Source: an optimization exercise on an open RTL-to-GDS flow (aim: small area). Production flows keep margins and buffers that such runs may drop. Function was checked by simulation only, so behaviour that the tests miss may differ from the original. No activity file was given, so power comes from the tool's default toggle rates.

==> flow/design.v (outline; a module is shown in full before it is edited, if it fits) <==
// module prbs5: 20 lines
// module rx_rom: 240 lines
// module tx_rom1: 348 lines
// module tx_rom2: 280 lines
// module sat9: 7 lines
// module mac: 210 lines
// module txsum: 176 lines
// module kmul_p: 25 lines
// module kmul_i: 13 lines
// module pi_loop_filter: 44 lines
// module top_poly: 173 lines
module top_poly #(
  parameter NB_INPUT   = 8,
  parameter NBF_INPUT  = 7,
  parameter NB_OUTPUT  = 9,
  parameter NBF_OUTPUT = 7
 )
 (
  output signed [NB_OUTPUT-1:0] o_data,
  input [5:0] phase,
  input       i_en,    
  input       rst_n,   
  input       rst2,    
  input       clk
  );
  // ...
==> flow/run.sh <==
#!/bin/bash
# synth_recipe.tcl (not shown) runs the flow's synth.tcl, then flattens the netlist and writes it again
# the make line also repeats each setting of config.mk as NAME=value (left out here)
make -C /OpenROAD-flow-scripts/flow DESIGN_CONFIG=/design/flow/config.mk WORK_HOME=/design/flow/orfs CLKGATE_MAP_FILE= SYNTH_SCRIPT=/design/flow/synth_recipe.tcl finish
==> flow/config.mk <==
export PLATFORM = sky130hd
export DESIGN_NAME = top_poly
export DESIGN_NICKNAME = top_poly
export VERILOG_FILES = /design/flow/design.v
export SDC_FILE = /design/flow/constraint.sdc
export NUM_CORES = 4
export LEC_CHECK = 0
export CAP_MARGIN = 20
export CORE_MARGIN = 2
export CORE_UTILIZATION = 40
export PLACE_DENSITY = 0.6
export SLEW_MARGIN = 20
==> flow/constraint.sdc <==
create_clock -name core_clock -period 12.0 [get_ports {clk}]
set_input_delay 2.4000 -clock core_clock [delete_from_list [all_inputs] [get_ports {clk}]]
set_output_delay 2.4000 -clock core_clock [all_outputs]
set_load 0.01 [all_outputs]
==> summary.txt, run 1 <==
Status = finished with violations
Failed Checks = setup timing
Share of cells above drive strength 1 = 18.3%
Critical Path Fanout Max = 5
Synth Area in Compound Gates = 20.4%
Largest area contributor in the netlist = dfxtp_1
CP peak stage delay = 0.53 ns
Setup violations, final = 2
Number of non-clock inverters = 243
Syn Inst Count = 3352
CTS Sinks = 313
R2r endpoint = txacc[22]$_SDFFE_PP0N_
Fin crit share = 106%
Chip Width = 268 µm
Flop2flop setup slack = -0.74 ns
Cell row count = 96
Final Non-Filler Cells = 4572
Final worst-path setup slack = -0.743 ns
Antenna viol nets, final = 0
Final Hold Violating Endpoints = 0
WP depth = 46
Global Route met3 Usage = 3.62%
Clk. pwr = 1.16 mW
Nets = 3960
Met1 WL = 40500 µm
Worst relative slew slack = 30.6%
Util after Layout = 48.4%
==> module rx_rom, before the edit <==
module rx_rom (
  input      [3:0]  ph,
  input      [3:0]  k,
  output reg [11:0] mag
);
  always @(*) begin
    mag = 12'd0;
    case (k)
      4'd0: case (ph)
        4'd0: mag = 12'd0;
        4'd1: mag = 12'd1;
        4'd2: mag = 12'd2;
        4'd3: mag = 12'd3;
        4'd4: mag = 12'd4;
        4'd5: mag = 12'd5;
        4'd6: mag = 12'd5;
        4'd7: mag = 12'd5;
        4'd8: mag = 12'd5;
        4'd9: mag = 12'd5;
        4'd10: mag = 12'd4;
        4'd11: mag = 12'd3;
        4'd12: mag = 12'd2;
        4'd13: mag = 12'd1;
        4'd14: mag = 12'd0;
        4'd15: mag = 12'd0;
        default: ;
      endcase
      4'd1: case (ph)
        4'd0: mag = 12'd0;
        4'd1: mag = 12'd0;
        4'd2: mag = 12'd0;
        4'd3: mag = 12'd1;
        4'd4: mag = 12'd3;
        4'd5: mag = 12'd5;
        4'd6: mag = 12'd7;
        4'd7: mag = 12'd8;
        4'd8: mag = 12'd10;
        4'd9: mag = 12'd11;
        4'd10: mag = 12'd12;
        4'd11: mag = 12'd12;
        4'd12: mag = 12'd11;
        4'd13: mag = 12'd10;
        4'd14: mag = 12'd7;
        4'd15: mag = 12'd4;
        default: ;
      endcase
      4'd2: case (ph)
        4'd0: mag = 12'd0;
        4'd1: mag = 12'd4;
        4'd2: mag = 12'd9;
        4'd3: mag = 12'd13;
        4'd4: mag = 12'd17;
        4'd5: mag = 12'd20;
        4'd6: mag = 12'd22;
        4'd7: mag = 12'd23;
        4'd8: mag = 12'd23;
        4'd9: mag = 12'd21;
        4'd10: mag = 12'd19;
        4'd11: mag = 12'd15;
        4'd12: mag = 12'd11;
        4'd13: mag = 12'd7;
        4'd14: mag = 12'd3;
        4'd15: mag = 12'd0;
        default: ;
      endcase
      4'd3: case (ph)
        4'd0: mag = 12'd0;
        4'd1: mag = 12'd1;
        4'd2: mag = 12'd4;
        4'd3: mag = 12'd10;
        4'd4: mag = 12'd19;
        4'd5: mag = 12'd30;
        4'd6: mag = 12'd43;
        4'd7: mag = 12'd56;
        4'd8: mag = 12'd70;
        4'd9: mag = 12'd82;
        4'd10: mag = 12'd90;
        4'd11: mag = 12'd95;
        4'd12: mag = 12'd93;
        4'd13: mag = 12'd83;
        4'd14: mag = 12'd65;
        4'd15: mag = 12'd37;
        default: ;
      endcase
      4'd4: case (ph)
        4'd0: mag = 12'd0;
        4'd1: mag = 12'd47;
        4'd2: mag = 12'd103;
        4'd3: mag = 12'd167;
        4'd4: mag = 12'd235;
        4'd5: mag = 12'd306;
        4'd6: mag = 12'd375;
        4'd7: mag = 12'd438;
        4'd8: mag = 12'd491;
        4'd9: mag = 12'd529;
        4'd10: mag = 12'd546;
        4'd11: mag = 12'd538;
        4'd12: mag = 12'd501;
        4'd13: mag = 12'd431;
        4'd14: mag = 12'd325;
        4'd15: mag = 12'd182;
        default: ;
      endcase
      4'd5: case (ph)
        4'd0: mag = 12'd0;
        4'd1: mag = 12'd219;
        4'd2: mag = 12'd474;
        4'd3: mag = 12'd761;
        4'd4: mag = 12'd1075;
        4'd5: mag = 12'd1409;
        4'd6: mag = 12'd1757;
        4'd7: mag = 12'd2109;
        4'd8: mag = 12'd2458;
        4'd9: mag = 12'd2794;
        4'd10: mag = 12'd3107;
        4'd11: mag = 12'd3390;
        4'd12: mag = 12'd3634;
        4'd13: mag = 12'd3831;
        4'd14: mag = 12'd3976;
        4'd15: mag = 12'd4066;
        default: ;
      endcase
      4'd6: case (ph)
        4'd0: mag = 12'd4095;
        4'd1: mag = 12'd4066;
        4'd2: mag = 12'd3976;
        4'd3: mag = 12'd3831;
        4'd4: mag = 12'd3634;
        4'd5: mag = 12'd3390;
        4'd6: mag = 12'd3107;
        4'd7: mag = 12'd2794;
        4'd8: mag = 12'd2458;
        4'd9: mag = 12'd2109;
        4'd10: mag = 12'd1757;
        4'd11: mag = 12'd1409;
        4'd12: mag = 12'd1075;
        4'd13: mag = 12'd761;
        4'd14: mag = 12'd474;
        4'd15: mag = 12'd219;
        default: ;
      endcase
      4'd7: case (ph)
        4'd0: mag = 12'd0;
        4'd1: mag = 12'd182;
        4'd2: mag = 12'd325;
        4'd3: mag = 12'd431;
        4'd4: mag = 12'd501;
        4'd5: mag = 12'd538;
        4'd6: mag = 12'd546;
        4'd7: mag = 12'd529;
        4'd8: mag = 12'd491;
        4'd9: mag = 12'd438;
        4'd10: mag = 12'd375;
        4'd11: mag = 12'd306;
        4'd12: mag = 12'd235;
        4'd13: mag = 12'd167;
        4'd14: mag = 12'd103;
        4'd15: mag = 12'd47;
        default: ;
      endcase
      4'd8: case (ph)
        4'd0: mag = 12'd0;
        4'd1: mag = 12'd37;
        4'd2: mag = 12'd65;
        4'd3: mag = 12'd83;
        4'd4: mag = 12'd93;
        4'd5: mag = 12'd95;
        4'd6: mag = 12'd90;
        4'd7: mag = 12'd82;
        4'd8: mag = 12'd70;
        4'd9: mag = 12'd56;
        4'd10: mag = 12'd43;
        4'd11: mag = 12'd30;
        4'd12: mag = 12'd19;
        4'd13: mag = 12'd10;
        4'd14: mag = 12'd4;
        4'd15: mag = 12'd1;
        default: ;
      endcase
      4'd9: case (ph)
        4'd0: mag = 12'd0;
        4'd1: mag = 12'd0;
        4'd2: mag = 12'd3;
        4'd3: mag = 12'd7;
        4'd4: mag = 12'd11;
        4'd5: mag = 12'd15;
        4'd6: mag = 12'd19;
        4'd7: mag = 12'd21;
        4'd8: mag = 12'd23;
        4'd9: mag = 12'd23;
        4'd10: mag = 12'd22;
        4'd11: mag = 12'd20;
        4'd12: mag = 12'd17;
        4'd13: mag = 12'd13;
        4'd14: mag = 12'd9;
        4'd15: mag = 12'd4;
        default: ;
      endcase
      4'd10: case (ph)
        4'd0: mag = 12'd0;
        4'd1: mag = 12'd4;
        4'd2: mag = 12'd7;
        4'd3: mag = 12'd10;
        4'd4: mag = 12'd11;
        4'd5: mag = 12'd12;
        4'd6: mag = 12'd12;
        4'd7: mag = 12'd11;
        4'd8: mag = 12'd10;
        4'd9: mag = 12'd8;
        4'd10: mag = 12'd7;
        4'd11: mag = 12'd5;
        4'd12: mag = 12'd3;
        4'd13: mag = 12'd1;
        4'd14: mag = 12'd0;
        4'd15: mag = 12'd0;
        default: ;
      endcase
      4'd11: case (ph)
        4'd0: mag = 12'd0;
        4'd1: mag = 12'd0;
        4'd2: mag = 12'd0;
        4'd3: mag = 12'd1;
        4'd4: mag = 12'd2;
        4'd5: mag = 12'd3;
        4'd6: mag = 12'd4;
        4'd7: mag = 12'd5;
        4'd8: mag = 12'd5;
        4'd9: mag = 12'd5;
        4'd10: mag = 12'd5;
        4'd11: mag = 12'd5;
        4'd12: mag = 12'd4;
        4'd13: mag = 12'd3;
        4'd14: mag = 12'd2;
        4'd15: mag = 12'd1;
        default: ;
      endcase
      default: ;
    endcase
  end
endmodule
==> module mac, before the edit <==
module mac (
  input  [22:0] base,
  input  [8:0]  a,
  input  [11:0] m,
  input         neg,
  output [22:0] y
);
  wire [22:0] bx = base ^ {23{neg}};
  wire m1s = (a[0] & m[1]) ^ (a[1] & m[0]) ^ bx[1];
  wire m1c = ((a[0] & m[1]) & (a[1] & m[0])) | ((a[0] & m[1]) & bx[1]) | ((a[1] & m[0]) & bx[1]);
  wire m2s = (a[0] & m[2]) ^ (a[1] & m[1]) ^ (a[2] & m[0]);
  wire m2c = ((a[0] & m[2]) & (a[1] & m[1])) | ((a[0] & m[2]) & (a[2] & m[0])) | ((a[1] & m[1]) & (a[2] & m[0]));
  wire m3s = (a[0] & m[3]) ^ (a[1] & m[2]) ^ (a[2] & m[1]);
  wire m3c = ((a[0] & m[3]) & (a[1] & m[2])) | ((a[0] & m[3]) & (a[2] & m[1])) | ((a[1] & m[2]) & (a[2] & m[1]));
  wire m4s = (a[0] & m[4]) ^ (a[1] & m[3]) ^ (a[2] & m[2]);
  wire m4c = ((a[0] & m[4]) & (a[1] & m[3])) | ((a[0] & m[4]) & (a[2] & m[2])) | ((a[1] & m[3]) & (a[2] & m[2]));
  wire m5s = (a[3] & m[1]) ^ (a[4] & m[0]) ^ bx[4];
  wire m5c = ((a[3] & m[1]) & (a[4] & m[0])) | ((a[3] & m[1]) & bx[4]) | ((a[4] & m[0]) & bx[4]);
  wire m6s = (a[0] & m[5]) ^ (a[1] & m[4]) ^ (a[2] & m[3]);
  wire m6c = ((a[0] & m[5]) & (a[1] & m[4])) | ((a[0] & m[5]) & (a[2] & m[3])) | ((a[1] & m[4]) & (a[2] & m[3]));
  wire m7s = (a[3] & m[2]) ^ (a[4] & m[1]) ^ (a[5] & m[0]);
  wire m7c = ((a[3] & m[2]) & (a[4] & m[1])) | ((a[3] & m[2]) & (a[5] & m[0])) | ((a[4] & m[1]) & (a[5] & m[0]));
  wire m8s = (a[0] & m[6]) ^ (a[1] & m[5]) ^ (a[2] & m[4]);
  wire m8c = ((a[0] & m[6]) & (a[1] & m[5])) | ((a[0] & m[6]) & (a[2] & m[4])) | ((a[1] & m[5]) & (a[2] & m[4]));
  wire m9s = (a[3] & m[3]) ^ (a[4] & m[2]) ^ (a[5] & m[1]);
  wire m9c = ((a[3] & m[3]) & (a[4] & m[2])) | ((a[3] & m[3]) & (a[5] & m[1])) | ((a[4] & m[2]) & (a[5] & m[1]));
  wire m10s = (a[0] & m[7]) ^ (a[1] & m[6]) ^ (a[2] & m[5]);
  wire m10c = ((a[0] & m[7]) & (a[1] & m[6])) | ((a[0] & m[7]) & (a[2] & m[5])) | ((a[1] & m[6]) & (a[2] & m[5]));
  wire m11s = (a[3] & m[4]) ^ (a[4] & m[3]) ^ (a[5] & m[2]);
  wire m11c = ((a[3] & m[4]) & (a[4] & m[3])) | ((a[3] & m[4]) & (a[5] & m[2])) | ((a[4] & m[3]) & (a[5] & m[2]));
  wire m12s = (a[6] & m[1]) ^ (a[7] & m[0]) ^ bx[7];
  wire m12c = ((a[6] & m[1]) & (a[7] & m[0])) | ((a[6] & m[1]) & bx[7]) | ((a[7] & m[0]) & bx[7]);
  wire m13s = (a[0] & m[8]) ^ (a[1] & m[7]) ^ (a[2] & m[6]);
  wire m13c = ((a[0] & m[8]) & (a[1] & m[7])) | ((a[0] & m[8]) & (a[2] & m[6])) | ((a[1] & m[7]) & (a[2] & m[6]));
  wire m14s = (a[3] & m[5]) ^ (a[4] & m[4]) ^ (a[5] & m[3]);
  wire m14c = ((a[3] & m[5]) & (a[4] & m[4])) | ((a[3] & m[5]) & (a[5] & m[3])) | ((a[4] & m[4]) & (a[5] & m[3]));
  wire m15s = (a[6] & m[2]) ^ (a[7] & m[1]) ^ ~(a[8] & m[0]);
  wire m15c = ((a[6] & m[2]) & (a[7] & m[1])) | ((a[6] & m[2]) & ~(a[8] & m[0])) | ((a[7] & m[1]) & ~(a[8] & m[0]));
  wire m16s = (a[0] & m[9]) ^ (a[1] & m[8]) ^ (a[2] & m[7]);
  wire m16c = ((a[0] & m[9]) & (a[1] & m[8])) | ((a[0] & m[9]) & (a[2] & m[7])) | ((a[1] & m[8]) & (a[2] & m[7]));
  wire m17s = (a[3] & m[6]) ^ (a[4] & m[5]) ^ (a[5] & m[4]);
  wire m17c = ((a[3] & m[6]) & (a[4] & m[5])) | ((a[3] & m[6]) & (a[5] & m[4])) | ((a[4] & m[5]) & (a[5] & m[4]));
  wire m18s = (a[6] & m[3]) ^ (a[7] & m[2]) ^ ~(a[8] & m[1]);
  wire m18c = ((a[6] & m[3]) & (a[7] & m[2])) | ((a[6] & m[3]) & ~(a[8] & m[1])) | ((a[7] & m[2]) & ~(a[8] & m[1]));
  wire m19s = (a[0] & m[10]) ^ (a[1] & m[9]) ^ (a[2] & m[8]);
  wire m19c = ((a[0] & m[10]) & (a[1] & m[9])) | ((a[0] & m[10]) & (a[2] & m[8])) | ((a[1] & m[9]) & (a[2] & m[8]));
  wire m20s = (a[3] & m[7]) ^ (a[4] & m[6]) ^ (a[5] & m[5]);
  wire m20c = ((a[3] & m[7]) & (a[4] & m[6])) | ((a[3] & m[7]) & (a[5] & m[5])) | ((a[4] & m[6]) & (a[5] & m[5]));
  wire m21s = (a[6] & m[4]) ^ (a[7] & m[3]) ^ ~(a[8] & m[2]);
  wire m21c = ((a[6] & m[4]) & (a[7] & m[3])) | ((a[6] & m[4]) & ~(a[8] & m[2])) | ((a[7] & m[3]) & ~(a[8] & m[2]));
  wire m22s = (a[0] & m[11]) ^ (a[1] & m[10]) ^ (a[2] & m[9]);
  wire m22c = ((a[0] & m[11]) & (a[1] & m[10])) | ((a[0] & m[11]) & (a[2] & m[9])) | ((a[1] & m[10]) & (a[2] & m[9]));
  wire m23s = (a[3] & m[8]) ^ (a[4] & m[7]) ^ (a[5] & m[6]);
  wire m23c = ((a[3] & m[8]) & (a[4] & m[7])) | ((a[3] & m[8]) & (a[5] & m[6])) | ((a[4] & m[7]) & (a[5] & m[6]));
  wire m24s = (a[6] & m[5]) ^ (a[7] & m[4]) ^ ~(a[8] & m[3]);
  wire m24c = ((a[6] & m[5]) & (a[7] & m[4])) | ((a[6] & m[5]) & ~(a[8] & m[3])) | ((a[7] & m[4]) & ~(a[8] & m[3]));
  wire m25s = (a[1] & m[11]) ^ (a[2] & m[10]) ^ (a[3] & m[9]);
  wire m25c = ((a[1] & m[11]) & (a[2] & m[10])) | ((a[1] & m[11]) & (a[3] & m[9])) | ((a[2] & m[10]) & (a[3] & m[9]));
  wire m26s = (a[4] & m[8]) ^ (a[5] & m[7]) ^ (a[6] & m[6]);
  wire m26c = ((a[4] & m[8]) & (a[5] & m[7])) | ((a[4] & m[8]) & (a[6] & m[6])) | ((a[5] & m[7]) & (a[6] & m[6]));
  wire m27s = (a[7] & m[5]) ^ ~(a[8] & m[4]) ^ bx[12];
  wire m27c = ((a[7] & m[5]) & ~(a[8] & m[4])) | ((a[7] & m[5]) & bx[12]) | (~(a[8] & m[4]) & bx[12]);
  wire m28s = (a[2] & m[11]) ^ (a[3] & m[10]) ^ (a[4] & m[9]);
  wire m28c = ((a[2] & m[11]) & (a[3] & m[10])) | ((a[2] & m[11]) & (a[4] & m[9])) | ((a[3] & m[10]) & (a[4] & m[9]));
  wire m29s = (a[5] & m[8]) ^ (a[6] & m[7]) ^ (a[7] & m[6]);
  wire m29c = ((a[5] & m[8]) & (a[6] & m[7])) | ((a[5] & m[8]) & (a[7] & m[6])) | ((a[6] & m[7]) & (a[7] & m[6]));
  wire m30s = (a[3] & m[11]) ^ (a[4] & m[10]) ^ (a[5] & m[9]);
  wire m30c = ((a[3] & m[11]) & (a[4] & m[10])) | ((a[3] & m[11]) & (a[5] & m[9])) | ((a[4] & m[10]) & (a[5] & m[9]));
  wire m31s = (a[6] & m[8]) ^ (a[7] & m[7]) ^ ~(a[8] & m[6]);
  wire m31c = ((a[6] & m[8]) & (a[7] & m[7])) | ((a[6] & m[8]) & ~(a[8] & m[6])) | ((a[7] & m[7]) & ~(a[8] & m[6]));
  wire m32s = (a[4] & m[11]) ^ (a[5] & m[10]) ^ (a[6] & m[9]);
  wire m32c = ((a[4] & m[11]) & (a[5] & m[10])) | ((a[4] & m[11]) & (a[6] & m[9])) | ((a[5] & m[10]) & (a[6] & m[9]));
  wire m33s = (a[7] & m[8]) ^ ~(a[8] & m[7]) ^ bx[15];
  wire m33c = ((a[7] & m[8]) & ~(a[8] & m[7])) | ((a[7] & m[8]) & bx[15]) | (~(a[8] & m[7]) & bx[15]);
  wire m34s = (a[5] & m[11]) ^ (a[6] & m[10]) ^ (a[7] & m[9]);
  wire m34c = ((a[5] & m[11]) & (a[6] & m[10])) | ((a[5] & m[11]) & (a[7] & m[9])) | ((a[6] & m[10]) & (a[7] & m[9]));
  wire m35s = (a[6] & m[11]) ^ (a[7] & m[10]) ^ ~(a[8] & m[9]);
  wire m35c = ((a[6] & m[11]) & (a[7] & m[10])) | ((a[6] & m[11]) & ~(a[8] & m[9])) | ((a[7] & m[10]) & ~(a[8] & m[9]));
  wire m36s = (a[7] & m[11]) ^ ~(a[8] & m[10]) ^ bx[18];
  wire m36c = ((a[7] & m[11]) & ~(a[8] & m[10])) | ((a[7] & m[11]) & bx[18]) | (~(a[8] & m[10]) & bx[18]);
  wire m37s = m1c ^ m2s ^ bx[2];
  wire m37c = (m1c & m2s) | (m1c & bx[2]) | (m2s & bx[2]);
  wire m38s = m2c ^ m3s ^ (a[3] & m[0]);
  wire m38c = (m2c & m3s) | (m2c & (a[3] & m[0])) | (m3s & (a[3] & m[0]));
  wire m39s = m3c ^ m4s ^ m5s;
  wire m39c = (m3c & m4s) | (m3c & m5s) | (m4s & m5s);
  wire m40s = m4c ^ m5c ^ m6s;
  wire m40c = (m4c & m5c) | (m4c & m6s) | (m5c & m6s);
  wire m41s = m6c ^ m7c ^ m8s;
  wire m41c = (m6c & m7c) | (m6c & m8s) | (m7c & m8s);
  wire m42s = m9s ^ (a[6] & m[0]) ^ bx[6];
  wire m42c = (m9s & (a[6] & m[0])) | (m9s & bx[6]) | ((a[6] & m[0]) & bx[6]);
  wire m43s = m8c ^ m9c ^ m10s;
  wire m43c = (m8c & m9c) | (m8c & m10s) | (m9c & m10s);
  wire m44s = m10c ^ m11c ^ m12c;
  wire m44c = (m10c & m11c) | (m10c & m12c) | (m11c & m12c);
  wire m45s = m13s ^ m14s ^ m15s;
  wire m45c = (m13s & m14s) | (m13s & m15s) | (m14s & m15s);
  wire m46s = m13c ^ m14c ^ m15c;
  wire m46c = (m13c & m14c) | (m13c & m15c) | (m14c & m15c);
  wire m47s = m16s ^ m17s ^ m18s;
  wire m47c = (m16s & m17s) | (m16s & m18s) | (m17s & m18s);
  wire m48s = m16c ^ m17c ^ m18c;
  wire m48c = (m16c & m17c) | (m16c & m18c) | (m17c & m18c);
  wire m49s = m19s ^ m20s ^ m21s;
  wire m49c = (m19s & m20s) | (m19s & m21s) | (m20s & m21s);
  wire m50s = m19c ^ m20c ^ m21c;
  wire m50c = (m19c & m20c) | (m19c & m21c) | (m20c & m21c);
  wire m51s = m22s ^ m23s ^ m24s;
  wire m51c = (m22s & m23s) | (m22s & m24s) | (m23s & m24s);
  wire m52s = m22c ^ m23c ^ m24c;
  wire m52c = (m22c & m23c) | (m22c & m24c) | (m23c & m24c);
  wire m53s = m25s ^ m26s ^ m27s;
  wire m53c = (m25s & m26s) | (m25s & m27s) | (m26s & m27s);
  wire m54s = m25c ^ m26c ^ m27c;
  wire m54c = (m25c & m26c) | (m25c & m27c) | (m26c & m27c);
  wire m55s = m28s ^ m29s ^ ~(a[8] & m[5]);
  wire m55c = (m28s & m29s) | (m28s & ~(a[8] & m[5])) | (m29s & ~(a[8] & m[5]));
  wire m56s = m28c ^ m29c ^ m30s;
  wire m56c = (m28c & m29c) | (m28c & m30s) | (m29c & m30s);
  wire m57s = m30c ^ m31c ^ m32s;
  wire m57c = (m30c & m31c) | (m30c & m32s) | (m31c & m32s);
  wire m58s = m32c ^ m33c ^ m34s;
  wire m58c = (m32c & m33c) | (m32c & m34s) | (m33c & m34s);
  wire m59s = m34c ^ m35s ^ bx[17];
  wire m59c = (m34c & m35s) | (m34c & bx[17]) | (m35s & bx[17]);
  wire m60s = m36c ^ ~(a[8] & m[11]) ^ bx[19];
  wire m60c = (m36c & ~(a[8] & m[11])) | (m36c & bx[19]) | (~(a[8] & m[11]) & bx[19]);
  wire m61s = m37c ^ m38s ^ bx[3];
  wire m61c = (m37c & m38s) | (m37c & bx[3]) | (m38s & bx[3]);
  wire m62s = m39c ^ m40s ^ m7s;
  wire m62c = (m39c & m40s) | (m39c & m7s) | (m40s & m7s);
  wire m63s = m40c ^ m41s ^ m42s;
  wire m63c = (m40c & m41s) | (m40c & m42s) | (m41s & m42s);
  wire m64s = m41c ^ m42c ^ m43s;
  wire m64c = (m41c & m42c) | (m41c & m43s) | (m42c & m43s);
  wire m65s = m43c ^ m44s ^ m45s;
  wire m65c = (m43c & m44s) | (m43c & m45s) | (m44s & m45s);
  wire m66s = m44c ^ m45c ^ m46s;
  wire m66c = (m44c & m45c) | (m44c & m46s) | (m45c & m46s);
  wire m67s = m46c ^ m47c ^ m48s;
  wire m67c = (m46c & m47c) | (m46c & m48s) | (m47c & m48s);
  wire m68s = m48c ^ m49c ^ m50s;
  wire m68c = (m48c & m49c) | (m48c & m50s) | (m49c & m50s);
  wire m69s = m50c ^ m51c ^ m52s;
  wire m69c = (m50c & m51c) | (m50c & m52s) | (m51c & m52s);
  wire m70s = m52c ^ m53c ^ m54s;
  wire m70c = (m52c & m53c) | (m52c & m54s) | (m53c & m54s);
  wire m71s = m54c ^ m55c ^ m56s;
  wire m71c = (m54c & m55c) | (m54c & m56s) | (m55c & m56s);
  wire m72s = m56c ^ m57s ^ m33s;
  wire m72c = (m56c & m57s) | (m56c & m33s) | (m57s & m33s);
  wire m73s = m57c ^ m58s ^ ~(a[8] & m[8]);
  wire m73c = (m57c & m58s) | (m57c & ~(a[8] & m[8])) | (m58s & ~(a[8] & m[8]));
  wire m74s = m59c ^ m35c ^ m36s;
  wire m74c = (m59c & m35c) | (m59c & m36s) | (m35c & m36s);
  wire m75s = m60c ^ 1'b1 ^ bx[20];
  wire m75c = (m60c & 1'b1) | (m60c & bx[20]) | (1'b1 & bx[20]);
  wire m76s = m61c ^ m38c ^ m39s;
  wire m76c = (m61c & m38c) | (m61c & m39s) | (m38c & m39s);
  wire m77s = m63c ^ m64s ^ m11s;
  wire m77c = (m63c & m64s) | (m63c & m11s) | (m64s & m11s);
  wire m78s = m64c ^ m65s ^ 1'b1;
  wire m78c = (m64c & m65s) | (m64c & 1'b1) | (m65s & 1'b1);
  wire m79s = m65c ^ m66s ^ m47s;
  wire m79c = (m65c & m66s) | (m65c & m47s) | (m66s & m47s);
  wire m80s = m66c ^ m67s ^ m49s;
  wire m80c = (m66c & m67s) | (m66c & m49s) | (m67s & m49s);
  wire m81s = m67c ^ m68s ^ m51s;
  wire m81c = (m67c & m68s) | (m67c & m51s) | (m68s & m51s);
  wire m82s = m68c ^ m69s ^ m53s;
  wire m82c = (m68c & m69s) | (m68c & m53s) | (m69s & m53s);
  wire m83s = m69c ^ m70s ^ m55s;
  wire m83c = (m69c & m70s) | (m69c & m55s) | (m70s & m55s);
  wire m84s = m70c ^ m71s ^ m31s;
  wire m84c = (m70c & m71s) | (m70c & m31s) | (m71s & m31s);
  wire m85s = m72c ^ m73s ^ bx[16];
  wire m85c = (m72c & m73s) | (m72c & bx[16]) | (m73s & bx[16]);
  wire m86s = m73c ^ m58c ^ m59s;
  wire m86c = (m73c & m58c) | (m73c & m59s) | (m58c & m59s);
  wire m87s = m75c ^ 1'b1 ^ bx[21];
  wire m87c = (m75c & 1'b1) | (m75c & bx[21]) | (1'b1 & bx[21]);
  wire m88s = m76c ^ m62s ^ bx[5];
  wire m88c = (m76c & m62s) | (m76c & bx[5]) | (m62s & bx[5]);
  wire m89s = m77c ^ m78s ^ bx[8];
  wire m89c = (m77c & m78s) | (m77c & bx[8]) | (m78s & bx[8]);
  wire m90s = m78c ^ m79s ^ bx[9];
  wire m90c = (m78c & m79s) | (m78c & bx[9]) | (m79s & bx[9]);
  wire m91s = m79c ^ m80s ^ bx[10];
  wire m91c = (m79c & m80s) | (m79c & bx[10]) | (m80s & bx[10]);
  wire m92s = m80c ^ m81s ^ bx[11];
  wire m92c = (m80c & m81s) | (m80c & bx[11]) | (m81s & bx[11]);
  wire m93s = m82c ^ m83s ^ bx[13];
  wire m93c = (m82c & m83s) | (m82c & bx[13]) | (m83s & bx[13]);
  wire m94s = m83c ^ m84s ^ bx[14];
  wire m94c = (m83c & m84s) | (m83c & bx[14]) | (m84s & bx[14]);
  wire m95s = m84c ^ m71c ^ m72s;
  wire m95c = (m84c & m71c) | (m84c & m72s) | (m71c & m72s);
  wire m96s = m87c ^ 1'b1 ^ bx[22];
  wire m96c = (m87c & 1'b1) | (m87c & bx[22]) | (1'b1 & bx[22]);
  wire m97s = m88c ^ m62c ^ m63s;
  wire m97c = (m88c & m62c) | (m88c & m63s) | (m62c & m63s);
  wire m98s = m92c ^ m81c ^ m82s;
  wire m98c = (m92c & m81c) | (m92c & m82s) | (m81c & m82s);
  wire m99s = m97c ^ m77s ^ m12s;
  wire m99c = (m97c & m77s) | (m97c & m12s) | (m77s & m12s);
  wire [22:0] mr0 = {m96s, m87s, m75s, m74c, m86c, m85c, m95c, m94c, m93c, m98c, m98s, m91c, m90c, m89c, m99c, m99s, m97s, m88s, m76s, m61s, m37s, m1s, (a[0] & m[0])};
  wire [22:0] mr1 = {1'b0, 1'b0, 1'b0, m60s, m74s, m86s, m85s, m95s, m94s, m93s, 1'b0, m92s, m91s, m90s, m89s, 1'b0, 1'b0, 1'b0, 1'b0, 1'b0, 1'b0, 1'b0, bx[0]};
  assign y = (mr0 + mr1) ^ {23{neg}};
endmodule
==> module top_poly, before the edit <==
module top_poly #(
  parameter NB_INPUT   = 8,
  parameter NBF_INPUT  = 7,
  parameter NB_OUTPUT  = 9,
  parameter NBF_OUTPUT = 7
 )
 (
  output signed [NB_OUTPUT-1:0] o_data,
  input [5:0] phase,
  input       i_en,    
  input       rst_n,   
  input       rst2,    
  input       clk
  );
  wire rst = rst_n;
  reg [5:0] c;
  always @(posedge clk) c <= rst ? 6'd0 : c + 6'd1;
  reg tse;
  wire [4:0] pl = phase[4:0];
  wire match = (pl != 5'd0) ? (c[4:0] == pl - 5'd1) : (c == 6'd31);
  always @(posedge clk) tse <= rst ? 1'b0 : match;
  wire [5:0] cm5   = c - 6'd5;
  wire       c_old = (c >= 6'd1) && (c <= 6'd4);
  wire       c_rd  = (c[4:0] == 5'd0);
  reg        pend, pold, wgo, wold;
  reg  [5:0] pp, wp;
  always @(posedge clk) begin
    if (rst) pend <= 1'b0;
    else if (c_rd) pend <= 1'b0;
    else if (tse) pend <= 1'b1;
  end
  always @(posedge clk) begin
    if (c_rd) begin
      wgo  <= pend | tse;
      wp   <= tse ? cm5 : pp;
      wold <= tse ? c_old : pold;
    end else if (tse) begin
      pp <= cm5; pold <= c_old;
    end
  end
  wire [12:0] h;
  wire [3:0]  nsym;
  prbs5 u_prbs (.clk(clk), .rst(rst), .c(c), .h(h), .nsym(nsym));
  wire       tx_step = wgo && (c[4:0] >= 5'd1) && (c[4:0] <= 5'd7);
  wire [2:0] ts  = c[2:0];
  wire [5:0] wpa = wp & {6{tx_step}};
  wire [5:0] wpn = 6'd0 - wpa;
  wire       wp0 = (wpa == 6'd0);
  wire [3:0] k1  = {1'b0, ts} + 4'd3;
  wire [3:0] k2  = (ts == 3'd5) ? 4'd11 : {1'b0, ts} - 4'd1;
  wire       f1  = (ts >= 3'd3);                      
  wire [2:0] r1k = f1 ? 3'd3 - ts + {2'b00, wp0} + 3'd5 : k1[2:0];    
  wire [5:0] r1p = f1 ? wpn : wpa;
  wire       f2  = (ts == 3'd5);
  wire [1:0] r2k = f2 ? {1'b0, wp0} : k2[1:0];
  wire [5:0] r2p = f2 ? wpn : wpa;
  wire [3:0] ia = k1 + {3'b000, wold};
  wire [3:0] ib = k2 + {3'b000, wold};
  wire       va = ia < nsym;
  wire       vb = (ts <= 3'd5) && (ib < nsym);
  wire       ba = h[ia];
  wire       bb = h[ib];
  wire [11:0] ma;
  wire [6:0]  mb7;
  tx_rom1 u_tx_rom1 (.k(r1k), .p(r1p), .m(ma));
  tx_rom2 u_tx_rom2 (.k(r2k), .p(r2p), .m(mb7));
  wire [11:0] mb = {5'b00000, mb7};
  wire na = (ts == 3'd1) || (ts == 3'd4) || (ts == 3'd7);    
  wire nb = (ts == 3'd1) || (ts == 3'd2) || (ts == 3'd5);    
  reg  signed [22:0] txacc;
  wire        [22:0] tx_n;
  txsum u_txsum (.base((ts == 3'd1) ? 23'd0 : txacc), .ma(ma), .mb(mb),
                 .na(na), .nb(nb), .va(va), .vb(vb), .ba(ba), .bb(bb), .y(tx_n));
  always @(posedge clk) begin
    if (rst) txacc <= 23'sd0;
    else if (tx_step) txacc <= tx_n;
  end
  wire [8:0] s_w;
  sat9 u_sat_tx (.x(txacc), .y(s_w));
  reg  [8:0] R [0:12];
  wire       ins = (c[4:0] == 5'd8);
  integer i;
  always @(posedge clk) begin
    for (i = 0; i < 12; i = i + 1) R[i] <= R[i+1];
    R[12] <= ins ? s_w : R[0];
  end
  reg [3:0] ha, nins;
  wire [4:0] ha_n = {1'b0, ha} + (ins ? 5'd3 : 5'd2);
  always @(posedge clk) begin
    if (rst) begin
      ha <= 4'd9; nins <= 4'd0;
    end else begin
      ha <= (ha_n >= 5'd13) ? ha_n - 5'd13 : ha_n;
      if (ins && nins != 4'd13) nins <= nins + 4'd1;
    end
  end
  wire [8:0] head = ins ? s_w : (ha < nins) ? R[0] : 9'd0;
  wire [22:0] mf;             
  wire [4:0]  Q  = mf[22:18] ^ 5'b10000;
  wire [3:0]  m  = Q[3:0];
  wire [5:0]  cpre = {Q, 1'b0} - 6'd8;    
  reg         act;
  reg  [5:0]  jr;
  reg  [1:0]  koff;           
  always @(posedge clk) begin
    if (rst) begin
      act <= 1'b0; jr <= 6'd0; koff <= 2'd0;
    end else if (!act) begin
      if (c == cpre) begin
        act <= 1'b1; jr <= 6'd0;
        koff <= (m <= 4'd7) ? 2'd1 : 2'd0;
      end
    end else begin
      jr <= jr + 6'd1;
      if (jr == 6'd57) act <= 1'b0;
      if (ins) koff <= koff - 2'd1;
    end
  end
  wire in_p  = act && (jr <= 6'd12);
  wire is_t0 = act && (jr == 6'd13);
  wire in_f  = act && (jr >= 6'd14) && (jr <= 6'd26);
  wire in_b  = act && (jr >= 6'd27) && (jr <= 6'd39);
  wire is_td = act && (jr == 6'd40);
  wire is_lp = act && (jr >= 6'd41);
  wire signed [5:0] ha_s = ins ? 6'sd0 : {2'b00, ha};
  wire signed [5:0] ko_s = {{4{koff[1]}}, koff};
  wire signed [5:0] kw = ha_s + ko_s - (ins ? 6'sd1 : 6'sd0);
  wire [3:0] ph = in_f ? m + 4'd1 : in_b ? m - 4'd1 : m;
  wire signed [5:0] kx = in_f ? kw + ((m == 4'd15) ? 6'sd1 : 6'sd0)
                        : in_b ? kw - ((m == 4'd0) ? 6'sd1 : 6'sd0)
                        : kw;
  wire kok = is_t0 | (~kx[5] & ~(in_p & (kx == 6'sd0)));
  wire [3:0] krom = is_t0 ? 4'd0 : kx[3:0];
  wire [11:0] mrx;
  rx_rom u_rx_rom (.ph(ph), .k(krom), .mag(mrx));
  wire nrx = (krom == 4'd0) || (krom == 4'd1) || (krom == 4'd4) ||
             (krom == 4'd7) || (krom == 4'd10) || (krom == 4'd11);
  wire [11:0] mrx_ok = kok ? mrx : 12'd0;
  reg  signed [8:0]  yf;        
  reg  signed [8:0]  od;        
  wire signed [22:0] acc_w;
  wire [8:0] yacc;
  sat9 u_sat_rx (.x(acc_w), .y(yacc));
  wire signed [8:0]  yacc_s = yacc;
  wire signed [8:0]  s_w_s  = s_w;
  wire signed [8:0]  head_s = head;
  wire signed [9:0]  dd = yf - yacc_s;
  wire signed [9:0]  dd_n = -dd;
  wire signed [8:0]  ma_op = is_td ? od : is_t0 ? s_w_s : head_s;
  wire        [11:0] mag = is_td ? {3'b000, dd[9] ? dd_n[8:0] : dd[8:0]} : mrx_ok;
  wire               neg = is_td ? dd[9] : nrx;
  reg  signed [22:0] acc;
  wire        [22:0] acc_n;
  mac u_mac (.base(fresh ? 23'd0 : acc), .a(ma_op), .m(mag), .neg(neg), .y(acc_n));
  assign acc_w = acc;
  wire fresh = (jr == 6'd0) || (jr == 6'd14) || (jr == 6'd27) || (jr == 6'd40);
  always @(posedge clk) begin
    if (is_lp) acc <= acc >>> 2;
    else if (act) acc <= acc_n;
  end
  always @(posedge clk) begin
    if (rst) begin
      od <= 9'sd0;
    end else if (act && jr == 6'd14) begin
      od <= yacc;
    end
  end
  always @(posedge clk) if (act && jr == 6'd27) yf <= yacc;
  wire [4:0] lp_i = jr[4:0] - 5'd9;    
  pi_loop_filter u_loop (.clk(clk), .rst(rst), .en(is_lp), .i(lp_i), .d(acc[1:0]),
                         .mf_o(mf));
  assign o_data = od;
endmodule
==> inputs of run 2 (changes only) <==
--- a/flow/design.v
+++ b/flow/design.v
@@ -36,13 +36,6 @@
         4'd6: mag = 12'd5;
         4'd7: mag = 12'd5;
         4'd8: mag = 12'd5;
-        4'd9: mag = 12'd5;
-        4'd10: mag = 12'd4;
-        4'd11: mag = 12'd3;
-        4'd12: mag = 12'd2;
-        4'd13: mag = 12'd1;
-        4'd14: mag = 12'd0;
-        4'd15: mag = 12'd0;
         default: ;
       endcase
       4'd1: case (ph)
@@ -55,13 +48,6 @@
         4'd6: mag = 12'd7;
         4'd7: mag = 12'd8;
         4'd8: mag = 12'd10;
-        4'd9: mag = 12'd11;
-        4'd10: mag = 12'd12;
-        4'd11: mag = 12'd12;
-        4'd12: mag = 12'd11;
-        4'd13: mag = 12'd10;
-        4'd14: mag = 12'd7;
-        4'd15: mag = 12'd4;
         default: ;
       endcase
       4'd2: case (ph)
@@ -74,13 +60,6 @@
         4'd6: mag = 12'd22;
         4'd7: mag = 12'd23;
         4'd8: mag = 12'd23;
-        4'd9: mag = 12'd21;
-        4'd10: mag = 12'd19;
-        4'd11: mag = 12'd15;
-        4'd12: mag = 12'd11;
-        4'd13: mag = 12'd7;
-        4'd14: mag = 12'd3;
-        4'd15: mag = 12'd0;
         default: ;
       endcase
       4'd3: case (ph)
@@ -93,13 +72,6 @@
         4'd6: mag = 12'd43;
         4'd7: mag = 12'd56;
         4'd8: mag = 12'd70;
-        4'd9: mag = 12'd82;
-        4'd10: mag = 12'd90;
-        4'd11: mag = 12'd95;
-        4'd12: mag = 12'd93;
-        4'd13: mag = 12'd83;
-        4'd14: mag = 12'd65;
-        4'd15: mag = 12'd37;
         default: ;
       endcase
       4'd4: case (ph)
@@ -112,13 +84,6 @@
         4'd6: mag = 12'd375;
         4'd7: mag = 12'd438;
         4'd8: mag = 12'd491;
-        4'd9: mag = 12'd529;
-        4'd10: mag = 12'd546;
-        4'd11: mag = 12'd538;
-        4'd12: mag = 12'd501;
-        4'd13: mag = 12'd431;
-        4'd14: mag = 12'd325;
-        4'd15: mag = 12'd182;
         default: ;
       endcase
       4'd5: case (ph)
@@ -131,13 +96,6 @@
         4'd6: mag = 12'd1757;
         4'd7: mag = 12'd2109;
         4'd8: mag = 12'd2458;
-        4'd9: mag = 12'd2794;
-        4'd10: mag = 12'd3107;
-        4'd11: mag = 12'd3390;
-        4'd12: mag = 12'd3634;
-        4'd13: mag = 12'd3831;
-        4'd14: mag = 12'd3976;
-        4'd15: mag = 12'd4066;
         default: ;
       endcase
       4'd6: case (ph)
@@ -150,13 +108,6 @@
         4'd6: mag = 12'd3107;
         4'd7: mag = 12'd2794;
         4'd8: mag = 12'd2458;
-        4'd9: mag = 12'd2109;
-        4'd10: mag = 12'd1757;
-        4'd11: mag = 12'd1409;
-        4'd12: mag = 12'd1075;
-        4'd13: mag = 12'd761;
-        4'd14: mag = 12'd474;
-        4'd15: mag = 12'd219;
         default: ;
       endcase
       4'd7: case (ph)
@@ -169,13 +120,6 @@
         4'd6: mag = 12'd546;
         4'd7: mag = 12'd529;
         4'd8: mag = 12'd491;
-        4'd9: mag = 12'd438;
-        4'd10: mag = 12'd375;
-        4'd11: mag = 12'd306;
-        4'd12: mag = 12'd235;
-        4'd13: mag = 12'd167;
-        4'd14: mag = 12'd103;
-        4'd15: mag = 12'd47;
         default: ;
       endcase
       4'd8: case (ph)
@@ -188,13 +132,6 @@
         4'd6: mag = 12'd90;
         4'd7: mag = 12'd82;
         4'd8: mag = 12'd70;
-        4'd9: mag = 12'd56;
-        4'd10: mag = 12'd43;
-        4'd11: mag = 12'd30;
-        4'd12: mag = 12'd19;
-        4'd13: mag = 12'd10;
-        4'd14: mag = 12'd4;
-        4'd15: mag = 12'd1;
         default: ;
       endcase
       4'd9: case (ph)
@@ -207,13 +144,6 @@
         4'd6: mag = 12'd19;
         4'd7: mag = 12'd21;
         4'd8: mag = 12'd23;
-        4'd9: mag = 12'd23;
-        4'd10: mag = 12'd22;
-        4'd11: mag = 12'd20;
-        4'd12: mag = 12'd17;
-        4'd13: mag = 12'd13;
-        4'd14: mag = 12'd9;
-        4'd15: mag = 12'd4;
         default: ;
       endcase
       4'd10: case (ph)
@@ -226,13 +156,6 @@
         4'd6: mag = 12'd12;
         4'd7: mag = 12'd11;
         4'd8: mag = 12'd10;
-        4'd9: mag = 12'd8;
-        4'd10: mag = 12'd7;
-        4'd11: mag = 12'd5;
-        4'd12: mag = 12'd3;
-        4'd13: mag = 12'd1;
-        4'd14: mag = 12'd0;
-        4'd15: mag = 12'd0;
         default: ;
       endcase
       4'd11: case (ph)
@@ -245,13 +168,6 @@
         4'd6: mag = 12'd4;
         4'd7: mag = 12'd5;
         4'd8: mag = 12'd5;
-        4'd9: mag = 12'd5;
-        4'd10: mag = 12'd5;
-        4'd11: mag = 12'd5;
-        4'd12: mag = 12'd4;
-        4'd13: mag = 12'd3;
-        4'd14: mag = 12'd2;
-        4'd15: mag = 12'd1;
         default: ;
       endcase
       default: ;
@@ -1101,7 +1017,84 @@
   wire m99c = (m97c & m77s) | (m97c & m12s) | (m77s & m12s);
   wire [22:0] mr0 = {m96s, m87s, m75s, m74c, m86c, m85c, m95c, m94c, m93c, m98c, m98s, m91c, m90c, m89c, m99c, m99s, m97s, m88s, m76s, m61s, m37s, m1s, (a[0] & m[0])};
   wire [22:0] mr1 = {1'b0, 1'b0, 1'b0, m60s, m74s, m86s, m85s, m95s, m94s, m93s, 1'b0, m92s, m91s, m90s, m89s, 1'b0, 1'b0, 1'b0, 1'b0, 1'b0, 1'b0, 1'b0, bx[0]};
-  assign y = (mr0 + mr1) ^ {23{neg}};
+  wire [22:0] mag0 = mr0 & mr1;
+  wire [22:0] map0 = mr0 ^ mr1;
+  wire man1g = mag0[1] | (map0[1] & mag0[0]);
+  wire man1p = map0[1] & map0[0];
+  wire man2g = mag0[3] | (map0[3] & mag0[2]);
+  wire man2p = map0[3] & map0[2];
+  wire man3g = mag0[5] | (map0[5] & mag0[4]);
+  wire man3p = map0[5] & map0[4];
+  wire man4g = mag0[7] | (map0[7] & mag0[6]);
+  wire man4p = map0[7] & map0[6];
+  wire man5g = mag0[9] | (map0[9] & mag0[8]);
+  wire man5p = map0[9] & map0[8];
+  wire man6g = mag0[11] | (map0[11] & mag0[10]);
+  wire man6p = map0[11] & map0[10];
+  wire man7g = mag0[13] | (map0[13] & mag0[12]);
+  wire man7p = map0[13] & map0[12];
+  wire man8g = mag0[15] | (map0[15] & mag0[14]);
+  wire man8p = map0[15] & map0[14];
+  wire man9g = mag0[17] | (map0[17] & mag0[16]);
+  wire man9p = map0[17] & map0[16];
+  wire man10g = mag0[19] | (map0[19] & mag0[18]);
+  wire man10p = map0[19] & map0[18];
+  wire man11g = mag0[21] | (map0[21] & mag0[20]);
+  wire man11p = map0[21] & map0[20];
+  wire man12g = man2g | (man2p & man1g);
+  wire man12p = man2p & man1p;
+  wire man13g = man4g | (man4p & man3g);
+  wire man13p = man4p & man3p;
+  wire man14g = man6g | (man6p & man5g);
+  wire man14p = man6p & man5p;
+  wire man15g = man8g | (man8p & man7g);
+  wire man15p = man8p & man7p;
+  wire man16g = man10g | (man10p & man9g);
+  wire man16p = man10p & man9p;
+  wire man17g = man13g | (man13p & man12g);
+  wire man17p = man13p & man12p;
+  wire man18g = man15g | (man15p & man14g);
+  wire man18p = man15p & man14p;
+  wire man19g = man18g | (man18p & man17g);
+  wire man19p = man18p & man17p;
+  wire man20g = man14g | (man14p & man17g);
+  wire man20p = man14p & man17p;
+  wire man21g = man16g | (man16p & man19g);
+  wire man21p = man16p & man19p;
+  wire man22g = man3g | (man3p & man12g);
+  wire man22p = man3p & man12p;
+  wire man23g = man5g | (man5p & man17g);
+  wire man23p = man5p & man17p;
+  wire man24g = man7g | (man7p & man20g);
+  wire man24p = man7p & man20p;
+  wire man25g = man9g | (man9p & man19g);
+  wire man25p = man9p & man19p;
+  wire man26g = man11g | (man11p & man21g);
+  wire man26p = man11p & man21p;
+  wire man27g = mag0[2] | (map0[2] & man1g);
+  wire man27p = map0[2] & man1p;
+  wire man28g = mag0[4] | (map0[4] & man12g);
+  wire man28p = map0[4] & man12p;
+  wire man29g = mag0[6] | (map0[6] & man22g);
+  wire man29p = map0[6] & man22p;
+  wire man30g = mag0[8] | (map0[8] & man17g);
+  wire man30p = map0[8] & man17p;
+  wire man31g = mag0[10] | (map0[10] & man23g);
+  wire man31p = map0[10] & man23p;
+  wire man32g = mag0[12] | (map0[12] & man20g);
+  wire man32p = map0[12] & man20p;
+  wire man33g = mag0[14] | (map0[14] & man24g);
+  wire man33p = map0[14] & man24p;
+  wire man34g = mag0[16] | (map0[16] & man19g);
+  wire man34p = map0[16] & man19p;
+  wire man35g = mag0[18] | (map0[18] & man25g);
+  wire man35p = map0[18] & man25p;
+  wire man36g = mag0[20] | (map0[20] & man21g);
+  wire man36p = map0[20] & man21p;
+  wire man37g = mag0[22] | (map0[22] & man26g);
+  wire man37p = map0[22] & man26p;
+  wire [22:0] mas = {(map0[22] ^ man26g), (map0[21] ^ man36g), (map0[20] ^ man21g), (map0[19] ^ man35g), (map0[18] ^ man25g), (map0[17] ^ man34g), (map0[16] ^ man19g), (map0[15] ^ man33g), (map0[14] ^ man24g), (map0[13] ^ man32g), (map0[12] ^ man20g), (map0[11] ^ man31g), (map0[10] ^ man23g), (map0[9] ^ man30g), (map0[8] ^ man17g), (map0[7] ^ man29g), (map0[6] ^ man22g), (map0[5] ^ man28g), (map0[4] ^ man12g), (map0[3] ^ man27g), (map0[2] ^ man1g), (map0[1] ^ mag0[0]), map0[0]};
+  assign y = mas ^ {23{neg}};
 endmodule
 module txsum (
   input  [22:0] base,
@@ -1277,7 +1270,84 @@
   wire t78c = (t77c & t56c) | (t77c & t57s) | (t56c & t57s);
   wire [22:0] tr0 = {t78s, t77s, t76s, t75s, t74s, t73s, t72s, t71s, t70s, t69s, t68s, t67s, t66s, t65s, t64s, t63s, t62s, t61s, t60s, t59s, t58s, t42s, t25s};
   wire [22:0] tr1 = {1'b0, 1'b0, 1'b0, 1'b0, 1'b0, 1'b0, 1'b0, 1'b0, 1'b0, 1'b0, 1'b0, 1'b0, 1'b0, 1'b0, 1'b0, 1'b0, 1'b0, 1'b0, 1'b0, 1'b0, 1'b0, 1'b0, 1'b0};
-  assign y = (tr0 + tr1);
+  wire [22:0] tag0 = tr0 & tr1;
+  wire [22:0] tap0 = tr0 ^ tr1;
+  wire tan1g = tag0[1] | (tap0[1] & tag0[0]);
+  wire tan1p = tap0[1] & tap0[0];
+  wire tan2g = tag0[3] | (tap0[3] & tag0[2]);
+  wire tan2p = tap0[3] & tap0[2];
+  wire tan3g = tag0[5] | (tap0[5] & tag0[4]);
+  wire tan3p = tap0[5] & tap0[4];
+  wire tan4g = tag0[7] | (tap0[7] & tag0[6]);
+  wire tan4p = tap0[7] & tap0[6];
+  wire tan5g = tag0[9] | (tap0[9] & tag0[8]);
+  wire tan5p = tap0[9] & tap0[8];
+  wire tan6g = tag0[11] | (tap0[11] & tag0[10]);
+  wire tan6p = tap0[11] & tap0[10];
+  wire tan7g = tag0[13] | (tap0[13] & tag0[12]);
+  wire tan7p = tap0[13] & tap0[12];
+  wire tan8g = tag0[15] | (tap0[15] & tag0[14]);
+  wire tan8p = tap0[15] & tap0[14];
+  wire tan9g = tag0[17] | (tap0[17] & tag0[16]);
+  wire tan9p = tap0[17] & tap0[16];
+  wire tan10g = tag0[19] | (tap0[19] & tag0[18]);
+  wire tan10p = tap0[19] & tap0[18];
+  wire tan11g = tag0[21] | (tap0[21] & tag0[20]);
+  wire tan11p = tap0[21] & tap0[20];
+  wire tan12g = tan2g | (tan2p & tan1g);
+  wire tan12p = tan2p & tan1p;
+  wire tan13g = tan4g | (tan4p & tan3g);
+  wire tan13p = tan4p & tan3p;
+  wire tan14g = tan6g | (tan6p & tan5g);
+  wire tan14p = tan6p & tan5p;
+  wire tan15g = tan8g | (tan8p & tan7g);
+  wire tan15p = tan8p & tan7p;
+  wire tan16g = tan10g | (tan10p & tan9g);
+  wire tan16p = tan10p & tan9p;
+  wire tan17g = tan13g | (tan13p & tan12g);
+  wire tan17p = tan13p & tan12p;
+  wire tan18g = tan15g | (tan15p & tan14g);
+  wire tan18p = tan15p & tan14p;
+  wire tan19g = tan18g | (tan18p & tan17g);
+  wire tan19p = tan18p & tan17p;
+  wire tan20g = tan14g | (tan14p & tan17g);
+  wire tan20p = tan14p & tan17p;
+  wire tan21g = tan16g | (tan16p & tan19g);
+  wire tan21p = tan16p & tan19p;
+  wire tan22g = tan3g | (tan3p & tan12g);
+  wire tan22p = tan3p & tan12p;
+  wire tan23g = tan5g | (tan5p & tan17g);
+  wire tan23p = tan5p & tan17p;
+  wire tan24g = tan7g | (tan7p & tan20g);
+  wire tan24p = tan7p & tan20p;
+  wire tan25g = tan9g | (tan9p & tan19g);
+  wire tan25p = tan9p & tan19p;
+  wire tan26g = tan11g | (tan11p & tan21g);
+  wire tan26p = tan11p & tan21p;
+  wire tan27g = tag0[2] | (tap0[2] & tan1g);
+  wire tan27p = tap0[2] & tan1p;
+  wire tan28g = tag0[4] | (tap0[4] & tan12g);
+  wire tan28p = tap0[4] & tan12p;
+  wire tan29g = tag0[6] | (tap0[6] & tan22g);
+  wire tan29p = tap0[6] & tan22p;
+  wire tan30g = tag0[8] | (tap0[8] & tan17g);
+  wire tan30p = tap0[8] & tan17p;
+  wire tan31g = tag0[10] | (tap0[10] & tan23g);
+  wire tan31p = tap0[10] & tan23p;
+  wire tan32g = tag0[12] | (tap0[12] & tan20g);
+  wire tan32p = tap0[12] & tan20p;
+  wire tan33g = tag0[14] | (tap0[14] & tan24g);
+  wire tan33p = tap0[14] & tan24p;
+  wire tan34g = tag0[16] | (tap0[16] & tan19g);
+  wire tan34p = tap0[16] & tan19p;
+  wire tan35g = tag0[18] | (tap0[18] & tan25g);
+  wire tan35p = tap0[18] & tan25p;
+  wire tan36g = tag0[20] | (tap0[20] & tan21g);
+  wire tan36p = tap0[20] & tan21p;
+  wire tan37g = tag0[22] | (tap0[22] & tan26g);
+  wire tan37p = tap0[22] & tan26p;
+  wire [22:0] tas = {(tap0[22] ^ tan26g), (tap0[21] ^ tan36g), (tap0[20] ^ tan21g), (tap0[19] ^ tan35g), (tap0[18] ^ tan25g), (tap0[17] ^ tan34g), (tap0[16] ^ tan19g), (tap0[15] ^ tan33g), (tap0[14] ^ tan24g), (tap0[13] ^ tan32g), (tap0[12] ^ tan20g), (tap0[11] ^ tan31g), (tap0[10] ^ tan23g), (tap0[9] ^ tan30g), (tap0[8] ^ tan17g), (tap0[7] ^ tan29g), (tap0[6] ^ tan22g), (tap0[5] ^ tan28g), (tap0[4] ^ tan12g), (tap0[3] ^ tan27g), (tap0[2] ^ tan1g), (tap0[1] ^ tag0[0]), tap0[0]};
+  assign y = tas;
 endmodule
 module kmul_p (
   input  [16:0] p,
@@ -1392,10 +1462,14 @@
     else if (c_rd) pend <= 1'b0;
     else if (tse) pend <= 1'b1;
   end
+  reg  [5:0] wpn;             
+  reg        wp0;             
   always @(posedge clk) begin
     if (c_rd) begin
       wgo  <= pend | tse;
       wp   <= tse ? cm5 : pp;
+      wpn  <= 6'd0 - (tse ? cm5 : pp);
+      wp0  <= (tse ? cm5 : pp) == 6'd0;
       wold <= tse ? c_old : pold;
     end else if (tse) begin
       pp <= cm5; pold <= c_old;
@@ -1406,17 +1480,14 @@
   prbs5 u_prbs (.clk(clk), .rst(rst), .c(c), .h(h), .nsym(nsym));
   wire       tx_step = wgo && (c[4:0] >= 5'd1) && (c[4:0] <= 5'd7);
   wire [2:0] ts  = c[2:0];
-  wire [5:0] wpa = wp & {6{tx_step}};
-  wire [5:0] wpn = 6'd0 - wpa;
-  wire       wp0 = (wpa == 6'd0);
   wire [3:0] k1  = {1'b0, ts} + 4'd3;
   wire [3:0] k2  = (ts == 3'd5) ? 4'd11 : {1'b0, ts} - 4'd1;
   wire       f1  = (ts >= 3'd3);                      
   wire [2:0] r1k = f1 ? 3'd3 - ts + {2'b00, wp0} + 3'd5 : k1[2:0];    
-  wire [5:0] r1p = f1 ? wpn : wpa;
+  wire [5:0] r1p = (f1 ? wpn : wp) & {6{tx_step}};
   wire       f2  = (ts == 3'd5);
   wire [1:0] r2k = f2 ? {1'b0, wp0} : k2[1:0];
-  wire [5:0] r2p = f2 ? wpn : wpa;
+  wire [5:0] r2p = (f2 ? wpn : wp) & {6{tx_step}};
   wire [3:0] ia = k1 + {3'b000, wold};
   wire [3:0] ib = k2 + {3'b000, wold};
   wire       va = ia < nsym;
@@ -1449,11 +1520,12 @@
   end
   reg [3:0] ha, nins;
   wire [4:0] ha_n = {1'b0, ha} + (ins ? 5'd3 : 5'd2);
+  wire [3:0] ha_nx = (ha_n >= 5'd13) ? ha_n - 5'd13 : ha_n[3:0];
   always @(posedge clk) begin
     if (rst) begin
       ha <= 4'd9; nins <= 4'd0;
     end else begin
-      ha <= (ha_n >= 5'd13) ? ha_n - 5'd13 : ha_n;
+      ha <= ha_nx;
       if (ins && nins != 4'd13) nins <= nins + 4'd1;
     end
   end
@@ -1465,40 +1537,49 @@
   reg         act;
   reg  [5:0]  jr;
   reg  [1:0]  koff;           
+  wire        start   = !act && (c == cpre);
+  wire        act_nx  = start | (act & (jr != 6'd57));
+  wire [5:0]  jr_nx   = start ? 6'd0 : jr + 6'd1;
+  wire [1:0]  koff_nx = start ? ((m <= 4'd7) ? 2'd1 : 2'd0) : (act & ins) ? koff - 2'd1 : koff;
   always @(posedge clk) begin
     if (rst) begin
       act <= 1'b0; jr <= 6'd0; koff <= 2'd0;
-    end else if (!act) begin
-      if (c == cpre) begin
-        act <= 1'b1; jr <= 6'd0;
-        koff <= (m <= 4'd7) ? 2'd1 : 2'd0;
-      end
     end else begin
-      jr <= jr + 6'd1;
-      if (jr == 6'd57) act <= 1'b0;
-      if (ins) koff <= koff - 2'd1;
+      act <= act_nx; jr <= jr_nx; koff <= koff_nx;
     end
   end
   wire in_p  = act && (jr <= 6'd12);
   wire is_t0 = act && (jr == 6'd13);
-  wire in_f  = act && (jr >= 6'd14) && (jr <= 6'd26);
-  wire in_b  = act && (jr >= 6'd27) && (jr <= 6'd39);
   wire is_td = act && (jr == 6'd40);
   wire is_lp = act && (jr >= 6'd41);
-  wire signed [5:0] ha_s = ins ? 6'sd0 : {2'b00, ha};
-  wire signed [5:0] ko_s = {{4{koff[1]}}, koff};
-  wire signed [5:0] kw = ha_s + ko_s - (ins ? 6'sd1 : 6'sd0);
-  wire [3:0] ph = in_f ? m + 4'd1 : in_b ? m - 4'd1 : m;
-  wire signed [5:0] kx = in_f ? kw + ((m == 4'd15) ? 6'sd1 : 6'sd0)
-                        : in_b ? kw - ((m == 4'd0) ? 6'sd1 : 6'sd0)
+  wire in_p_nx  = act_nx && (jr_nx <= 6'd12);
+  wire is_t0_nx = act_nx && (jr_nx == 6'd13);
+  wire in_f_nx  = act_nx && (jr_nx >= 6'd14) && (jr_nx <= 6'd26);
+  wire in_b_nx  = act_nx && (jr_nx >= 6'd27) && (jr_nx <= 6'd39);
+  wire ins_nx   = (c[4:0] == 5'd7);
+  wire signed [5:0] ha_s = ins_nx ? 6'sd0 : {2'b00, ha_nx};
+  wire signed [5:0] ko_s = {{4{koff_nx[1]}}, koff_nx};
+  wire signed [5:0] kw = ha_s + ko_s - (ins_nx ? 6'sd1 : 6'sd0);
+  wire [3:0] ph = in_f_nx ? m + 4'd1 : in_b_nx ? m - 4'd1 : m;
+  wire signed [5:0] kx = in_f_nx ? kw + ((m == 4'd15) ? 6'sd1 : 6'sd0)
+                        : in_b_nx ? kw - ((m == 4'd0) ? 6'sd1 : 6'sd0)
                         : kw;
-  wire kok = is_t0 | (~kx[5] & ~(in_p & (kx == 6'sd0)));
-  wire [3:0] krom = is_t0 ? 4'd0 : kx[3:0];
-  wire [11:0] mrx;
-  rx_rom u_rx_rom (.ph(ph), .k(krom), .mag(mrx));
+  wire kok = is_t0_nx | (~kx[5] & (kx <= 6'sd11) & ~(in_p_nx & (kx == 6'sd0)));
+  wire [3:0] krom = is_t0_nx ? 4'd0 : kx[3:0];
+  wire       rfold = (ph > 4'd8);
   wire nrx = (krom == 4'd0) || (krom == 4'd1) || (krom == 4'd4) ||
              (krom == 4'd7) || (krom == 4'd10) || (krom == 4'd11);
-  wire [11:0] mrx_ok = kok ? mrx : 12'd0;
+  reg  [3:0] r_ph, r_k;
+  reg        r_kok, r_nrx;
+  always @(posedge clk) begin
+    r_ph  <= rfold ? 4'd0 - ph : ph;
+    r_k   <= rfold ? 4'd11 - krom : krom;
+    r_kok <= kok;
+    r_nrx <= nrx;
+  end
+  wire [11:0] mrx;
+  rx_rom u_rx_rom (.ph(r_ph), .k(r_k), .mag(mrx));
+  wire [11:0] mrx_ok = r_kok ? mrx : 12'd0;
   reg  signed [8:0]  yf;        
   reg  signed [8:0]  od;        
   wire signed [22:0] acc_w;
@@ -1511,7 +1592,7 @@
   wire signed [9:0]  dd_n = -dd;
   wire signed [8:0]  ma_op = is_td ? od : is_t0 ? s_w_s : head_s;
   wire        [11:0] mag = is_td ? {3'b000, dd[9] ? dd_n[8:0] : dd[8:0]} : mrx_ok;
-  wire               neg = is_td ? dd[9] : nrx;
+  wire               neg = is_td ? dd[9] : r_nrx;
   reg  signed [22:0] acc;
   wire        [22:0] acc_n;
   mac u_mac (.base(fresh ? 23'd0 : acc), .a(ma_op), .m(mag), .neg(neg), .y(acc_n));
==> run 2 against run 1 <==
Effect of this change:
- the layout still fails its checks (setup timing)
- cell count grew 0.24%
- final area grew 2.6%
- synthesized area grew 4.8%
- critical path depth shrank 1
- setup slack gained 0.24 ns
- core utilization shrank 1.3 points
- first-iteration DRC count grew 2.6%
- global-route usage shrank 1.4 points
- fmax grew 2.0%
==> summary.txt, run 2 <==
CP required = 12.45 ns
Core ar. = 0.0726 mm²
Share of cells above drive strength 1 = 17.2% (-1.2 points)
Post-Place Cell Area = 0.0326 mm²
Largest area contributor in the netlist = dfxtp_1
Post-Place Setup Slack = -0.575 ns
Number of flops mapped to enable cells by yosys = 54
Most frequent cells in the layout = nand2_1, buf_4, dfxtp_1, nor2_1, inv_1
Worst setup SP type = register
Worst r2r src = c[1]$_SDFF_PP0_
Drt drc = 0
GPL Wtd Cong = 0.981
Overall power = 6.24 mW
Syn Inst Count = 3359 (+0.21%)
First-pass GRT wire length = 138000 µm
Clock skew = 0.0407 ns
Post-route cell area = 0.0342 mm²
Worst hold-check path type = register to register
Critical Path Fanout Max = 11 (+6)
Worst relative slew slack = 28.1% (-2.6 points)
Max Cap Viol = 0
Cell seen most often among critical-path stages = fa_2
Grt met1 use = 34.2%
Register area share after synthesis = 28.7%
Post-Syn Area = 0.0292 mm²
Clk slew on worst S/H paths = 0.06 ns
Worst Tran Pin Value = 1.07 ns
DIE HEIGHT = 274 µm
Post-DP HPWL = 66600 µm
WL final = 86900 µm
Final count of pins violating max slew = 0
Setup TNS = -0.498 ns
Share of flip-flops with an asynchronous set or reset = 0%
VDD IR-drop max = 0.124 mV
Commonest non-fill, non-tap cell in the layout = nand2_1
Pleak = 13.9 nW
Critical Path Slowest Stage Cell = fa_1
Antenna violations before repair = 0
Global Route met3 Usage = 3.51% (-0.11 points)
GRT overflow = 0
RSZ-0062 raised after global routing = true
CP peak stage delay = 0.48 ns (-0.05 ns)
Synth Register Bits = 392
WL/cell = 19.0 µm
I/O pins = 19
Largest net degree at the start of global routing = 77
Fin crit share = 104% (-2.0 points)
Clk latency of the worst-skew pair = 0.58 ns
Die area = 0.0752 mm²
Placed instance count = 4502
Status = finished with violations
Area Overhead vs Synth = 17.1%
Max Fclk = 80.0 MHz
Hold_sp = R[10][6]$_DFF_P_
Minimum period implied by the final worst setup slack = 12.50 ns
Max Root-Sink Buffers = 3
Pwr per Cell Area = 182 mW/mm²
Final worst-path setup slack = -0.498 ns (+0.244 ns)
Cell row count = 99 (+3.1%)
Failed Checks = setup timing
Yosys cell types = 115
CP Data Arrival Time = 12.95 ns
Crit Path Class = register to register
Post-CTS Hold Buffers = 0
Antenna cells = 0
R2R depth = 45
Cts bufs inserted = 42
GRT Util Overall = 23.1%
CP Capture Type = register
Ys flop type = dfxtp_1
Busiest grt layer = met2
Final Hold Violating Endpoints = 0 (unchanged)
Setup violations, final = 1 (-1)
Vias in the first global route = 24400
Util after Layout = 47.1% (-1.3 points)
Final hold slack = 0.323 ns
CTS Sinks = 392 (+25%)
DRT Pass-1 Iters = 6
Count leader, synth = nand2_1
Final Non-Filler Cells = 4583 (+0.24%)
Min-Delay Path Depth = 0
Nets = 3937 (-0.58%)
Vias per cell = 5.51
Synth Net Count = 3704
Global-route track usage on met2 = 34.7%
Port bufs = 15
Initial core utilization = 40.2%
Root Buffer Master = clkbuf_16
Chip Width = 274 µm (+2.3%)
Average cell area after synthesis = 8.69 µm²
CTS H-tree depth = 2
Antenna viol nets, final = 0 (unchanged)
Top cell type's share of synthesized area = 23.2%
Via count = 25300
Main area contributors after synthesis = dfxtp_1, fa_1, ha_1
Initial DRC Count = 2451
CP startpoint = c[1]$_SDFF_PP0_
Top post-synthesis cells by count = nand2_1, dfxtp_1, nor2_1
CTS tree = done
Synth warn = 8
## run 2: critical path: cells and delay by family, from the launching register on
family                   cells  cell delay [ns]
multiplexers                 2             0.43
AO/OA/AOI/OAI                4             1.01
adder cells (fa/ha/maj)     24             8.20
AND/OR/NAND/NOR              5             1.12
buffers and inverters        6             0.70
flip-flops                   1             0.35
XOR/XNOR                     4             0.60
## run 2: timing repair
item / 4_1_cts / 5_1_grt
pin swaps: 6 / 10
setup buffers: 1 / 4
resized for setup: 11 / 37
hold endpoints to repair: 0 / 0
endpoints found under the setup margin: 1 / 2
## run 2: final timing paths
path / to / slack (ns)
max: txacc[22]$_SDFFE_PP0N_ / -0.50
min: R[9][6]$_DFF_P_ / 0.32
max reg2reg: txacc[22]$_SDFFE_PP0N_ / -0.50
min reg2reg: R[9][6]$_DFF_P_ / 0.32
## run 2: area by class of cell
type	count	area, µm²
Fill cell	7133	38400
Multi-Input combinational cell	2500	19200
Timing Repair Buffer	389	3020
Clock buffer	56	1200
Clock inverter	20	151
Inverter	267	1010
Tap cell	959	1200
Sequential cell	392	8390
## run 2: metal layers
metal,share of wire (%),routed length (µm)
met4,3.1,2740
met1,47,40700
met5,0,0
met2,43,37100
met3,7.3,6310
## run 2: kinds of logic (layout without fill, tap and decap cells)
kind of cell | count (synthesis) | in the layout | synth area share, %
DFF | 392 | 392 | 28.7
adders and majority gates | 335 | 335 | 19.3
muxes | 110 | 110 | 4.38
buffers and inverters | 467 | 732 | 6.60
AOI/OAI and AO/OA | 822 | 822 | 18.4
xor gates and xnor gates | 185 | 185 | 5.73
and+or+nand+nor | 1048 | 1048 | 16.8
## run 2: report_power, final
part / leakage (nW) / switching (mW) / internal [mW] / total (mW)
registers: 3.24 / 0.0766 / 1.50 / 1.58
clock network: 0.676 / 0.555 / 0.729 / 1.28
logic: 10.0 / 1.90 / 1.48 / 3.38
total: 13.9 / 2.53 / 3.71 / 6.24

port drivers added, routing unchanged:
In the flow no input, the clock included, has a driving cell. The finished layouts below were timed again as built, in two steps.
Step 1 (the two cells are an assumption about what drives the block):
set clk [get_ports {clk}]
set_driving_cell -lib_cell sky130_fd_sc_hd__clkbuf_16 $clk
set_driving_cell -lib_cell sky130_fd_sc_hd__buf_2 [delete_from_list [all_inputs] $clk]
Step 2 adds t to the input delays and takes it off the output delays; t is the mean of the earliest and latest rising clock arrival at the registers after step 1. Input paths then give back, and output paths get back, about the clock's delay inside the block.
Three values: ideal, step 1, step 2; two values: the first two.
run | t (ns) | slack for setup (ns) | clock arrival spread, ns | worst slew at a driven data input, ns
run 1 | 0.619 | -0.743 / -0.743 / -0.743 | 0.040 / 0.040 | 0.04
run 2 | 0.623 | -0.498 / -0.498 / -0.498 | 0.041 / 0.040 | 0.03
